Background: an optimization exercise with open tools, aiming at small area, a short achievable clock period and few clock cycles. Do not read the settings as production practice. RTL that was checked went through simulation tests only; none was proved equivalent to the original. Power is estimated from default activity; no workload was simulated.

==> module dmc_top, before the edit <==
module dmc_top (
    input         clk_i,
    input         rst_n_i,
    input         start_i,
    input         read_i,
    input         write_i,
    input  [31:0] address_i,
    input  [31:0] data_i,
    output [31:0] data_o,
    output        ready_o,
    output        mem_read_o,
    output        mem_write_o,
    output [31:0] mem_address_o,
    output [31:0] mem_data_o,
    input  [31:0] mem_data_i
);
reg [31:0]  store [0:15];      
reg [27:0]  tag   [0:3];
reg [3:0]   pres  [0:3];       
reg [3:0]   dirty;
reg        busy;               
reg        rdy;                
reg        mrd;                
reg [31:0] dreg;               
reg [31:0] wdat;               
reg        byp;                
reg        nbyp;               
reg        pw_v;
reg [3:0]  pw_a;               
reg        pw_mem;             
reg        pw_dreg;            
reg [27:0] vtag;               
reg [3:0]  ra_a;               
reg        ra_rd;              
reg [3:0]  mm;                 
reg [3:0]  av;                 
reg [1:0]  wp;                 
reg [31:0] mdo;                
reg        owr;                
reg [1:0]  oj;                 
wire [1:0]  idx = address_i[3:2];
wire [1:0]  off = address_i[1:0];
wire [27:0] tg  = address_i[31:4];
wire        req = rdy && start_i && (read_i || write_i);
wire        rd  = read_i;
wire        wr  = !read_i;
wire [27:0] ti = tag[idx];
wire        tmatch = ti == tg;
wire [3:0]  match;
wire [15:0] asel;
wire [15:0] wsel;
wire [15:0] sel;
genvar g;
generate
    for (g = 0; g < 4; g = g + 1) begin : cmp
        assign match[g] = tmatch;    
    end
    for (g = 0; g < 16; g = g + 1) begin : dec
        assign asel[g] = address_i[3:0] == g;
        assign wsel[g] = busy && {ra_a[3:2], wp} == g;
        assign sel[g]  = (rdy && asel[g]) || wsel[g];
    end
endgenerate
wire [3:0]  lv, lh, ld, lp;
generate
    for (g = 0; g < 4; g = g + 1) begin : line_state
        assign lv[g] = |pres[g];
        assign lh[g] = lv[g] && match[g];
        assign ld[g] = lv[g] && !match[g] && dirty[g];
        assign lp[g] = lh[g] && pres[g][off];
    end
endgenerate
wire [3:0]  pi      = pres[idx];
wire        dm      = ld[idx];
wire        present = lp[idx];
wire [31:0] wbus = pw_mem ? mem_data_i : pw_dreg ? dreg : wdat;
wire        rfwd   = pw_v && (pw_a == address_i[3:0]);
wire        mfwd   = pw_v && (pw_a == {ra_a[3:2], wp});
wire        fsel   = (rdy && rfwd) || (busy && mfwd);
reg  [31:0] rword;
integer k;
always @(*) begin
    rword = {32{fsel}} & wbus;
    for (k = 0; k < 16; k = k + 1)
        rword = rword | ({32{sel[k] && !(pw_v && pw_a == k)}} & store[k]);
end
wire [3:0]  mi     = ~pi;
wire [1:0]  mij    = mi[0] ? 2'd0 : mi[1] ? 2'd1 : mi[2] ? 2'd2 : 2'd3;
wire [1:0]  mmj    = mm[0] ? 2'd0 : mm[1] ? 2'd1 : mm[2] ? 2'd2 : 2'd3;
wire        wavail = av[wp] || (pw_v && pw_a[1:0] == wp);
wire        last   = owr && oj == 2'd3;
wire        issue_w = !last && mm == 4'd0 && wavail;
wire [1:0]  wp_n   = issue_w ? wp + 2'd1 : wp;
assign ready_o       = rdy;
assign data_o        = ({32{byp}} & mem_data_i) | ({32{nbyp}} & dreg);
assign mem_read_o    = (rdy && start_i && read_i) || mrd;
assign mem_write_o   = owr;
assign mem_address_o = ({32{rdy}} & address_i) | ({32{busy}} & {vtag, ra_a[3:2], oj});
assign mem_data_o    = mdo;
always @(posedge clk_i) begin
    if (pw_v)
        store[pw_a] <= wbus;
    if (req && rd)
        dreg <= rword;
    else if (byp)
        dreg <= mem_data_i;
    if (req && wr)
        wdat <= data_i;
    mdo <= rword;
    byp  <= req && rd && !present;
    nbyp <= !(req && rd && !present);
    pw_v <= 1'b0;
    if (!busy) begin
        vtag <= ti;
        ra_a <= address_i[3:0];
        ra_rd <= rd;
        av   <= pi;
        mrd  <= req && dm && mi != 4'd0;
        owr  <= 1'b0;
        oj   <= mij;
        mm   <= mi & ~(4'd1 << mij);
        wp   <= 2'd0;
    end
    if (req) begin
        tag[idx] <= tg;
        pw_a   <= address_i[3:0];
        pw_mem <= rd;
        pw_dreg <= 1'b0;
        if (dm) begin
            busy <= 1'b1;
            rdy  <= 1'b0;
        end else
            pw_v <= wr || !present;
        for (k = 0; k < 4; k = k + 1)
            if (idx == k) begin
                pres[k]  <= (lh[k] ? pres[k] : 4'd0) | (4'd1 << off);
                dirty[k] <= (lh[k] && dirty[k]) || wr;
            end
    end
    if (busy) begin
        if (pw_v)
            av[pw_a[1:0]] <= 1'b1;
        if (mrd) begin
            pw_v   <= 1'b1;
            pw_a   <= {ra_a[3:2], oj};
            pw_mem <= 1'b1;
        end
        wp   <= wp_n;
        if (last) begin
            busy   <= 1'b0;
            rdy    <= 1'b1;
            mrd    <= 1'b0;
            owr    <= 1'b0;
            pw_v   <= 1'b1;
            pw_a   <= ra_a;
            pw_mem <= 1'b0;
            pw_dreg <= ra_rd;
        end else if (mm != 4'd0) begin
            mrd    <= 1'b1;
            owr    <= 1'b0;
            oj     <= mmj;
            mm     <= mm & ~(4'd1 << mmj);
        end else begin
            mrd    <= 1'b0;
            owr    <= issue_w;
            oj     <= wp;
        end
    end
    if (!rst_n_i) begin
        busy <= 1'b0;
        rdy  <= 1'b1;
        mrd  <= 1'b0;
        byp  <= 1'b0;
        nbyp <= 1'b1;
        pw_v <= 1'b0;
        owr  <= 1'b0;
        for (k = 0; k < 4; k = k + 1)
            pres[k] <= 4'd0;
    end
end
endmodule
clock: 5.0 ns
lec_check: 0
cap_margin: 20
core_margin: 2
core_utilization: 40
cts_buf_list: sky130_fd_sc_hd__clkbuf_16
cts_cluster_diameter: 60
cts_cluster_size: 24
setup_slack_margin: 2.3
slew_margin: 20
standard.sh (not shown) runs the stock make flow with config.mk's settings and CLKGATE_MAP_FILE= SYNTH_SCRIPT=/design/flow/synth_recipe.tcl, a recipe that flattens the netlist after the stock synthesis.
==> flow/flow/run.sh <==
#!/bin/bash
# The standard layout, with the ports buffered by plain buffers instead of the
# delay cells buffer_ports picks by default.
set -euo pipefail
export BUFFER_PORTS_ARGS="-buffer_cell sky130_fd_sc_hd__buf_4"
bash standard.sh > standard.log 2>&1
Testbench counts at the start, summed over its fixed seeds: cycles 8,771.
Next try:
--- a/flow/design.v
+++ b/flow/design.v
@@ -42,20 +42,18 @@
 wire [1:0]  off = address_i[1:0];
 wire [27:0] tg  = address_i[31:4];
 wire        req = rdy && start_i && (read_i || write_i);
 wire        rd  = read_i;
 wire        wr  = !read_i;
-wire [27:0] ti = tag[idx];
-wire        tmatch = ti == tg;
 wire [3:0]  match;
 wire [15:0] asel;
 wire [15:0] wsel;
 wire [15:0] sel;
 genvar g;
 generate
     for (g = 0; g < 4; g = g + 1) begin : cmp
-        assign match[g] = tmatch;    
+        assign match[g] = (tag[g] == tg);
     end
     for (g = 0; g < 16; g = g + 1) begin : dec
         assign asel[g] = address_i[3:0] == g;
         assign wsel[g] = busy && {ra_a[3:2], wp} == g;
         assign sel[g]  = (rdy && asel[g]) || wsel[g];
@@ -72,20 +70,19 @@
 endgenerate
 wire [3:0]  pi      = pres[idx];
 wire        dm      = ld[idx];
 wire        present = lp[idx];
 wire [31:0] wbus = pw_mem ? mem_data_i : pw_dreg ? dreg : wdat;
-wire        rfwd   = pw_v && (pw_a == address_i[3:0]);
-wire        mfwd   = pw_v && (pw_a == {ra_a[3:2], wp});
-wire        fsel   = (rdy && rfwd) || (busy && mfwd);
 reg  [31:0] rword;
 integer k;
 always @(*) begin
-    rword = {32{fsel}} & wbus;
+    rword = 32'd0;
     for (k = 0; k < 16; k = k + 1)
-        rword = rword | ({32{sel[k] && !(pw_v && pw_a == k)}} & store[k]);
+        rword = rword | ({32{sel[k]}} & store[k]);
 end
+wire        rfwd   = pw_v && (pw_a == address_i[3:0]);
+wire        mfwd   = pw_v && (pw_a == {ra_a[3:2], wp});
 wire [3:0]  mi     = ~pi;
 wire [1:0]  mij    = mi[0] ? 2'd0 : mi[1] ? 2'd1 : mi[2] ? 2'd2 : 2'd3;
 wire [1:0]  mmj    = mm[0] ? 2'd0 : mm[1] ? 2'd1 : mm[2] ? 2'd2 : 2'd3;
 wire        wavail = av[wp] || (pw_v && pw_a[1:0] == wp);
 wire        last   = owr && oj == 2'd3;
@@ -99,21 +96,21 @@
 assign mem_data_o    = mdo;
 always @(posedge clk_i) begin
     if (pw_v)
         store[pw_a] <= wbus;
     if (req && rd)
-        dreg <= rword;
+        dreg <= rfwd ? wbus : rword;
     else if (byp)
         dreg <= mem_data_i;
     if (req && wr)
         wdat <= data_i;
-    mdo <= rword;
+    mdo <= mfwd ? wbus : rword;
     byp  <= req && rd && !present;
     nbyp <= !(req && rd && !present);
     pw_v <= 1'b0;
     if (!busy) begin
-        vtag <= ti;
+        vtag <= tag[idx];
         ra_a <= address_i[3:0];
         ra_rd <= rd;
         av   <= pi;
         mrd  <= req && dm && mi != 4'd0;
         owr  <= 1'b0;
Result: Sequential share of layout area shrinks by 3.7 points. Clock power stays flat. Utilization rose by 0.97 points. Area after synthesis climbs by 4.5%. Design area climbs by 6.3%. Fmax came out lower by 1.1%.
Testbench counts after the change, summed over its fixed seeds: cycles 8,771.

---

Another version of the RTL of dmc_top (not shown whole).
Size: ~2000 cells after synthesis, about 200 I/O pins, about 33000 µm² of cells after synthesis.
==> module dmc_top, before the edit <==
module dmc_top (
    input         clk_i,
    input         rst_n_i,
    input         start_i,
    input         read_i,
    input         write_i,
    input  [31:0] address_i,
    input  [31:0] data_i,
    output [31:0] data_o,
    output        ready_o,
    output        mem_read_o,
    output        mem_write_o,
    output [31:0] mem_address_o,
    output [31:0] mem_data_o,
    input  [31:0] mem_data_i
);
reg [31:0]  store [0:15];      
reg [27:0]  tag   [0:3];
reg [3:0]   pres  [0:3];       
reg [3:0]   dirty;
reg        busy;               
reg        rdy;                
reg        mrd;                
reg [31:0] dreg;               
reg [31:0] wdat;               
reg        byp;                
reg        nbyp;               
reg        pw_v;
reg [3:0]  pw_a;               
reg        pw_mem;             
reg [27:0] vtag;               
reg [3:0]  ra_a;               
reg [3:0]  mm;                 
reg [3:0]  av;                 
reg [1:0]  wp;                 
reg [15:0] wsel;               
reg [31:0] mdo;                
reg        ord, owr;           
reg [1:0]  oj;                 
wire [1:0]  idx = address_i[3:2];
wire [1:0]  off = address_i[1:0];
wire [27:0] tg  = address_i[31:4];
wire        req = rdy && start_i && (read_i || write_i);
wire        rd  = read_i;
wire        wr  = !read_i;
wire [3:0]  match;
wire [15:0] asel;
wire [15:0] sel;
genvar g;
generate
    for (g = 0; g < 4; g = g + 1) begin : cmp
        assign match[g] = (tag[g] == tg);
    end
    for (g = 0; g < 16; g = g + 1) begin : dec
        assign asel[g] = address_i[3:0] == g;
        assign sel[g]  = (rdy && asel[g]) || wsel[g];
    end
endgenerate
wire [3:0]  lv, lh, ld, lp;
generate
    for (g = 0; g < 4; g = g + 1) begin : line_state
        assign lv[g] = |pres[g];
        assign lh[g] = lv[g] && match[g];
        assign ld[g] = lv[g] && !match[g] && dirty[g];
        assign lp[g] = lh[g] && pres[g][off];
    end
endgenerate
wire [3:0]  pi      = pres[idx];
wire        dm      = ld[idx];
wire        present = lp[idx];
wire [31:0] wbus = pw_mem ? mem_data_i : wdat;
reg  [31:0] rword;
integer k;
always @(*) begin
    rword = 32'd0;
    for (k = 0; k < 16; k = k + 1)
        rword = rword | ({32{sel[k]}} & store[k]);
end
wire        rfwd   = pw_v && (pw_a == address_i[3:0]);
wire        mfwd   = pw_v && (pw_a == {ra_a[3:2], wp});
wire [3:0]  mi     = ~pi;
wire [1:0]  mij    = mi[0] ? 2'd0 : mi[1] ? 2'd1 : mi[2] ? 2'd2 : 2'd3;
wire [1:0]  mmj    = mm[0] ? 2'd0 : mm[1] ? 2'd1 : mm[2] ? 2'd2 : 2'd3;
wire        wavail = av[wp] || (pw_v && pw_a[1:0] == wp);
wire        last   = owr && oj == 2'd3;
wire        issue_w = !last && mm == 4'd0 && wavail;
wire [1:0]  wp_n   = issue_w ? wp + 2'd1 : wp;
assign ready_o       = rdy;
assign data_o        = ({32{byp}} & mem_data_i) | ({32{nbyp}} & dreg);
assign mem_read_o    = (rdy && start_i && read_i) || mrd;
assign mem_write_o   = owr;
assign mem_address_o = ({32{rdy}} & address_i) | ({32{busy}} & {vtag, ra_a[3:2], oj});
assign mem_data_o    = mdo;
always @(posedge clk_i) begin
    if (pw_v)
        store[pw_a] <= wbus;
    if (req && rd)
        dreg <= rfwd ? wbus : rword;
    else if (byp)
        dreg <= mem_data_i;
    if (req && wr)
        wdat <= data_i;
    else if (busy && byp)
        wdat <= mem_data_i;
    mdo <= mfwd ? wbus : rword;
    byp  <= req && rd && !present;
    nbyp <= !(req && rd && !present);
    pw_v <= 1'b0;
    if (!busy) begin
        vtag <= tag[idx];
        ra_a <= address_i[3:0];
        av   <= pi;
        ord  <= mi != 4'd0;
        mrd  <= req && dm && mi != 4'd0;
        owr  <= 1'b0;
        oj   <= mij;
        mm   <= mi & ~(4'd1 << mij);
        wp   <= 2'd0;
        wsel <= (req && dm) ? 16'd1 << {idx, 2'd0} : 16'd0;
    end
    if (req) begin
        tag[idx] <= tg;
        pw_a   <= address_i[3:0];
        pw_mem <= rd;
        if (dm) begin
            busy <= 1'b1;
            rdy  <= 1'b0;
        end else
            pw_v <= wr || !present;
        for (k = 0; k < 4; k = k + 1)
            if (idx == k) begin
                pres[k]  <= (lh[k] ? pres[k] : 4'd0) | (4'd1 << off);
                dirty[k] <= (lh[k] && dirty[k]) || wr;
            end
    end
    if (busy) begin
        if (pw_v)
            av[pw_a[1:0]] <= 1'b1;
        if (ord) begin
            pw_v   <= 1'b1;
            pw_a   <= {ra_a[3:2], oj};
            pw_mem <= 1'b1;
        end
        wp   <= wp_n;
        wsel <= last ? 16'd0 : 16'd1 << {ra_a[3:2], wp_n};
        if (last) begin
            busy   <= 1'b0;
            rdy    <= 1'b1;
            mrd    <= 1'b0;
            ord    <= 1'b0;
            owr    <= 1'b0;
            pw_v   <= 1'b1;
            pw_a   <= ra_a;
            pw_mem <= 1'b0;
        end else if (mm != 4'd0) begin
            ord    <= 1'b1;
            mrd    <= 1'b1;
            owr    <= 1'b0;
            oj     <= mmj;
            mm     <= mm & ~(4'd1 << mmj);
        end else begin
            ord    <= 1'b0;
            mrd    <= 1'b0;
            owr    <= issue_w;
            oj     <= wp;
        end
    end
    if (!rst_n_i) begin
        busy <= 1'b0;
        rdy  <= 1'b1;
        mrd  <= 1'b0;
        byp  <= 1'b0;
        nbyp <= 1'b1;
        pw_v <= 1'b0;
        owr  <= 1'b0;
        wsel <= 16'd0;
        for (k = 0; k < 4; k = k + 1)
            pres[k] <= 4'd0;
    end
end
endmodule
export LEC_CHECK = 0
export CAP_MARGIN = 20
export CORE_MARGIN = 2
export CORE_UTILIZATION = 40
export CTS_BUF_LIST = sky130_fd_sc_hd__clkbuf_8
export SETUP_SLACK_MARGIN = 2.0
export SLEW_MARGIN = 20
create_clock -name core_clock -period 5.0 [get_ports {clk_i}]
Scripts as last shown in full above: flow/flow/run.sh
Testbench counts at the start, summed over its fixed seeds: cycles 8,771.
Rerun with:
--- a/flow/design.v
+++ b/flow/design.v
@@ -84,13 +84,13 @@
 wire        wavail = av[wp] || (pw_v && pw_a[1:0] == wp);
 wire        last   = owr && oj == 2'd3;
 wire        issue_w = !last && mm == 4'd0 && wavail;
 wire [1:0]  wp_n   = issue_w ? wp + 2'd1 : wp;
 assign ready_o       = rdy;
 assign data_o        = ({32{byp}} & mem_data_i) | ({32{nbyp}} & dreg);
-assign mem_read_o    = (rdy && start_i && read_i) || mrd;
+assign mem_read_o    = mrd;
 assign mem_write_o   = owr;
 assign mem_address_o = ({32{rdy}} & address_i) | ({32{busy}} & {vtag, ra_a[3:2], oj});
 assign mem_data_o    = mdo;
 always @(posedge clk_i) begin
     if (pw_v)
         store[pw_a] <= wbus;
@@ -108,13 +108,13 @@
     pw_v <= 1'b0;
     if (!busy) begin
         vtag <= tag[idx];
         ra_a <= address_i[3:0];
         av   <= pi;
         ord  <= mi != 4'd0;
-        mrd  <= req && dm && mi != 4'd0;
+        mrd  <= !(req && dm) || mi != 4'd0;
         owr  <= 1'b0;
         oj   <= mij;
         mm   <= mi & ~(4'd1 << mij);
         wp   <= 2'd0;
         wsel <= (req && dm) ? 16'd1 << {idx, 2'd0} : 16'd0;
     end
@@ -143,13 +143,13 @@
         end
         wp   <= wp_n;
         wsel <= last ? 16'd0 : 16'd1 << {ra_a[3:2], wp_n};
         if (last) begin
             busy   <= 1'b0;
             rdy    <= 1'b1;
-            mrd    <= 1'b0;
+            mrd    <= 1'b1;
             ord    <= 1'b0;
             owr    <= 1'b0;
             pw_v   <= 1'b1;
             pw_a   <= ra_a;
             pw_mem <= 1'b0;
         end else if (mm != 4'd0) begin
@@ -165,13 +165,13 @@
             oj     <= wp;
         end
     end
     if (!rst_n_i) begin
         busy <= 1'b0;
         rdy  <= 1'b1;
-        mrd  <= 1'b0;
+        mrd  <= 1'b1;
         byp  <= 1'b0;
         nbyp <= 1'b1;
         pw_v <= 1'b0;
         owr  <= 1'b0;
         wsel <= 16'd0;
         for (k = 0; k < 4; k = k + 1)
What happened: Worst setup slack gains 100 ps. Wire length came out lower by 1.3%. Cell count came out lower by 0.32%. Final area hardly moves. Synthesized area stays flat. Hold slack loses 3.3 ps. Combinational power came out lower by about 6%. Synthesized cell count stays flat. Die area hardly moves.
Function not checked in the second run of this note: the RTL went through the layout flow alone.

## what the ideal ports hide
No port has a modelled driver above. Below, the same layouts with a new extraction and two added sets of constraints.
Step 1 sets driving cells, clkbuf_16 on the clock port and buf_2 on the other inputs (assumed; they add their load-dependent delay and slew).
Step 2 also shifts input and output timing later by t, the mid clock arrival at the registers, as if the neighbouring blocks saw the same clock.
Three values: no drivers, after step 1, after step 2; two values: the first two.
| run | t (ns) | setup WS [ns] | latest minus earliest clock arrival (ns) |
|---|---|---|---|
| the first run of note 1 | 0.700 | 2.242 / 2.195 / 1.568 | 0.061 / 0.061 |
| the second run of note 1 | 0.706 | 2.213 / 2.213 / 1.663 | 0.049 / 0.049 |
| the first run of note 2 | 0.835 | 1.961 / 2.002 / 1.168 | 0.063 / 0.063 |
| the second run of note 2 | 0.831 | 2.062 / 1.996 / 1.170 | 0.055 / 0.056 |
After both steps setup and hold are still met in every run listed. The setup slack of the second run of note 2, which loses most, moves by -0.066 ns with the drivers and by -0.892 ns with both steps.
